Background: an optimization exercise with open tools, aiming at small area, a short achievable clock period and few clock cycles per item. Do not read the settings as production practice. In this exercise RTL edits were held to simulation tests only and were not proved equivalent to the original. The clock port is modelled as an ideal driver; clocking choices that lean on that would not hold on a real chip. Power is estimated from default activity; no workload was simulated.

trial 86:
==> module wb_slave_register, before the edit <==
module wb_slave_register #(
    parameter ADDR_WIDTH = 16,
    parameter DATA_WIDTH = 32,
    parameter GRANULE = 8,
    parameter REGISTER_NUM = 16,
    parameter SEL_WIDTH = DATA_WIDTH / GRANULE
) (
    input wire rst_i,
    input wire clk_i,
    input wire [ADDR_WIDTH-1:0] adr_i,
    input wire [DATA_WIDTH-1:0] dat_i,
    output reg [DATA_WIDTH-1:0] dat_o,
    input wire [SEL_WIDTH-1:0] sel_i,
    input wire we_i,
    input wire stb_i,
    output wire ack_o,
    output wire err_o,
    input wire cyc_i
);
    reg [DATA_WIDTH-1:0] register_value [0:REGISTER_NUM-1];
    reg ack;
    reg err;
    wire [2:0] hi_zero;
    wbr_nor4 u_z0 (.a(adr_i[4]),  .b(adr_i[5]),  .c(adr_i[6]),  .d(adr_i[7]),  .y(hi_zero[0]));
    wbr_nor4 u_z1 (.a(adr_i[8]),  .b(adr_i[9]),  .c(adr_i[10]), .d(adr_i[11]), .y(hi_zero[1]));
    wbr_nor4 u_z2 (.a(adr_i[12]), .b(adr_i[13]), .c(adr_i[14]), .d(adr_i[15]), .y(hi_zero[2]));
    wire in_range = &hi_zero;
    wire [3:0] idx = adr_i[3:0];
    genvar g, gb, gq;
    wire [3:0] pre_lo, pre_hi;
    wbr_dec2 u_pre_lo (.a(idx[1:0]), .y(pre_lo));
    wbr_dec2 u_pre_hi (.a(idx[3:2]), .y(pre_hi));
    wire [REGISTER_NUM-1:0] rsel [0:3];
    generate for (gq = 0; gq < 4; gq = gq + 1) begin : rdec
        for (g = 0; g < REGISTER_NUM; g = g + 1) begin : line
            wbr_and2 u_s (.a(pre_lo[g % 4]), .b(pre_hi[g / 4]), .y(rsel[gq][g]));
        end
    end endgenerate
    reg [REGISTER_NUM-1:0] wrow;
    wire wr_first = ~rst_i & stb_i & we_i & in_range & ~ack;
    wire [REGISTER_NUM-1:0] wrow_d;
    wire [REGISTER_NUM-1:0] wsel = rsel[0];
    generate for (g = 0; g < REGISTER_NUM; g = g + 1) begin : wq
        wbr_and2 u_w (.a(wsel[g]), .b(wr_first), .y(wrow_d[g]));
    end endgenerate
    always @(posedge clk_i) begin
        wrow <= wrow_d;
    end
    wire [SEL_WIDTH-1:0] lane_en [0:REGISTER_NUM-1];
    generate for (g = 0; g < REGISTER_NUM; g = g + 1) begin : wen
        for (gb = 0; gb < SEL_WIDTH; gb = gb + 1) begin : lane
            wbr_a21o u_en (.a1(wrow[g]), .a2(sel_i[gb]), .b1(rst_i), .y(lane_en[g][gb]));
        end
    end endgenerate
    wire [DATA_WIDTH-1:0] wdata = dat_i & {DATA_WIDTH{~rst_i}};
    integer i, b;
    always @(posedge clk_i) begin
        for (i = 0; i < REGISTER_NUM; i = i + 1) begin
            for (b = 0; b < SEL_WIDTH; b = b + 1) begin
                if (lane_en[i][b]) begin
                    register_value[i][b*GRANULE+:GRANULE] <= wdata[b*GRANULE+:GRANULE];
                end
            end
        end
    end
    always @(posedge clk_i) begin
        if (rst_i) begin
            ack <= 1'b0;
            err <= 1'b0;
        end else begin
            ack <= stb_i & in_range & ~ack;
            err <= stb_i & ~in_range & ~err;
        end
    end
    wire [DATA_WIDTH-1:0] rdata;
    generate for (gb = 0; gb < DATA_WIDTH; gb = gb + 1) begin : rmux
        wire [REGISTER_NUM-1:0] col;
        for (g = 0; g < REGISTER_NUM; g = g + 1) begin : c
            assign col[g] = register_value[g][gb];
        end
        wire lo_n, hi_n;
        wbr_mux8n u_lo (.d(col[7:0]), .s(rsel[gb / 8][7:0]), .y(lo_n));
        wbr_mux8n u_hi (.d(col[15:8]), .s(rsel[gb / 8][15:8]), .y(hi_n));
        wbr_nand2 u_o (.a(lo_n), .b(hi_n), .y(rdata[gb]));
    end endgenerate
    always @(posedge clk_i) begin
        dat_o <= rdata;
    end
    assign ack_o = ack;
    assign err_o = err;
endmodule
==> flow/config.mk <==
export PLATFORM = sky130hd
export DESIGN_NAME = wb_slave_register
export DESIGN_NICKNAME = wb_slave_register
export VERILOG_FILES = /design/flow/design.v
export SDC_FILE = /design/flow/constraint.sdc
export NUM_CORES = 4
export LEC_CHECK = 0
export CAP_MARGIN = 20
export CORE_MARGIN = 2
export CORE_UTILIZATION = 60
export CTS_BUF_LIST = sky130_fd_sc_hd__clkbuf_8
export CTS_CLUSTER_DIAMETER = 60
export CTS_CLUSTER_SIZE = 16
export SETUP_SLACK_MARGIN = 3.15
export SLEW_MARGIN = 20
export SYNTH_HIERARCHICAL = 1
export SYNTH_MINIMUM_KEEP_SIZE = 0
==> flow/constraint.sdc <==
create_clock -name core_clock -period 5.0 [get_ports {clk_i}]
set_input_delay 1.0000 -clock core_clock [delete_from_list [all_inputs] [get_ports {clk_i}]]
set_output_delay 1.0000 -clock core_clock [all_outputs]
set_load 0.01 [all_outputs]
standard.sh (not shown) runs the stock make flow with config.mk's settings and CLKGATE_MAP_FILE= SYNTH_SCRIPT=/design/flow/synth_recipe.tcl, a recipe that flattens the netlist after the stock synthesis.
==> flow/flow/run.sh <==
#!/bin/bash
# The standard layout, with one change at the end of clock tree synthesis
# (flow/post_cts.tcl, run through ORFS's POST_CTS_TCL hook): the tree's root
# buffer, which drives only the few buffers of the tree's first level, is
# removed and the clock port drives those buffers directly; timing is then
# repaired again as the CTS step does. Every register's clock still goes
# through the same number of buffers, so the skew between registers is
# unchanged.
set -euo pipefail
export POST_CTS_TCL="$PWD/flow/post_cts.tcl"
bash standard.sh finish > flow_standard.log 2>&1
==> flow/flow/post_cts.tcl <==
set block [ord::get_db_block]
set clk_net [$block findNet clk_i]
set loads [$clk_net getITerms]
set root ""
if {[llength $loads] == 1} {
  set root [[lindex $loads 0] getInst]
  if {![string match "sky130_fd_sc_hd__clkbuf_*" [[$root getMaster] getName]]} {
    set root ""
  }
}
if {$root != ""} {
  set out_net [[$root findITerm X] getNet]
  set sinks {}
  foreach it [$out_net getITerms] {
    if {[$it getInst] != $root} { lappend sinks $it }
  }
  if {[llength $sinks] <= 4} {
    puts "post_cts: removing [$root getName], moving [llength $sinks] pins to clk_i"
    foreach it $sinks {
      $it disconnect
      $it connect $clk_net
    }
    [$root findITerm A] disconnect
    odb::dbInst_destroy $root
    odb::dbNet_destroy $out_net
    estimate_parasitics -placement
    repair_timing_helper
    detailed_placement
    check_placement -verbose
  } else {
    puts "post_cts: root buffer drives [llength $sinks] pins; nothing changed"
  }
} else {
  puts "post_cts: clock port does not drive a single clock buffer; nothing changed"
}
Testbench counts of trial 86, summed over its fixed seeds: cycles 14,392, items 4,800.
Input-level comparison between build 40 and trial 86:
diff --git a/flow/design.v b/flow/design.v
--- a/flow/design.v
+++ b/flow/design.v
@@ -36,23 +36,27 @@
         for (g = 0; g < REGISTER_NUM; g = g + 1) begin : line
             wbr_and2 u_s (.a(pre_lo[g % 4]), .b(pre_hi[g / 4]), .y(rsel[gq][g]));
         end
     end endgenerate
     reg [REGISTER_NUM-1:0] wrow;
-    wire wr_first = ~rst_i & stb_i & we_i & in_range & ~ack;
+    wire wr_first = ~rst_i & stb_i & we_i & ~ack;
     wire [REGISTER_NUM-1:0] wrow_d;
     wire [REGISTER_NUM-1:0] wsel = rsel[0];
     generate for (g = 0; g < REGISTER_NUM; g = g + 1) begin : wq
         wbr_and2 u_w (.a(wsel[g]), .b(wr_first), .y(wrow_d[g]));
     end endgenerate
     always @(posedge clk_i) begin
         wrow <= wrow_d;
     end
+    wire [REGISTER_NUM-1:0] wrow_ok;
+    generate for (g = 0; g < REGISTER_NUM; g = g + 1) begin : wok
+        wbr_and2 u_k (.a(wrow[g]), .b(ack), .y(wrow_ok[g]));
+    end endgenerate
     wire [SEL_WIDTH-1:0] lane_en [0:REGISTER_NUM-1];
     generate for (g = 0; g < REGISTER_NUM; g = g + 1) begin : wen
         for (gb = 0; gb < SEL_WIDTH; gb = gb + 1) begin : lane
-            wbr_a21o u_en (.a1(wrow[g]), .a2(sel_i[gb]), .b1(rst_i), .y(lane_en[g][gb]));
+            wbr_a21o u_en (.a1(wrow_ok[g]), .a2(sel_i[gb]), .b1(rst_i), .y(lane_en[g][gb]));
         end
     end endgenerate
     wire [DATA_WIDTH-1:0] wdata = dat_i & {DATA_WIDTH{~rst_i}};
     integer i, b;
     always @(posedge clk_i) begin
==> notes.md <==
Build 40 vs trial 86: first-pass GRT wire length down slightly. Trial 86 → build 40: non-clock buffer total of the final layout fell by 8; register area share after synthesis fell by 0.42 points; fraction of the cycle the final worst path needs fell by 0.54 points. Compare build 40 and trial 86 | number of cell instances on the worst register-to-register path lower: build 40. The simple-gate share of the synthesized area of build 40 exceeds that of trial 86 by 0.48 points. The core occupancy in the finished layout reported for build 40 is smaller than that of trial 86 by 0.50 points. Going from trial 86 to build 40, area of the mapped netlist grew slightly. Build 40 — post-route standard cell area excluding fillers 110 um^2 lower, trial 86 as reference. From trial 86 to build 40 the numbers moved as follows: power lost about 0.8%; routed wire length shows an increase of 1.7%; final worst slack higher.
Testbench counts of build 40, summed over its fixed seeds: cycles 14,392, items 4,800.

-- afterwards: timing with drivers on the ports --
No port has a modelled driver above. Below, the same layouts with a new extraction and two added sets of constraints. Step 1 sets driving cells, clkbuf_16 on the clock port and buf_2 on the other inputs (assumed; they add their load-dependent delay and slew). Step 2 moves the port delays by t, midway between the first and last clock arrival at a register: inputs arrive t later, outputs are due t later. That takes back most of the time a late clock gives input paths. Slacks: ideal / step 1 / step 2; pairs: ideal / step 1.
run | shift t [ns] | setup WS [ns] | worst data-port slew with drivers (ns)
trial 86 | 0.484 | 3.059 / 3.053 / 2.618 | 0.18
build 40 | 0.482 | 3.086 / 3.006 / 2.646 | 0.18
After both steps setup and hold are still met in every run listed. The setup slack of trial 86, which loses most, moves by -0.006 ns with the drivers and by -0.441 ns with both steps.
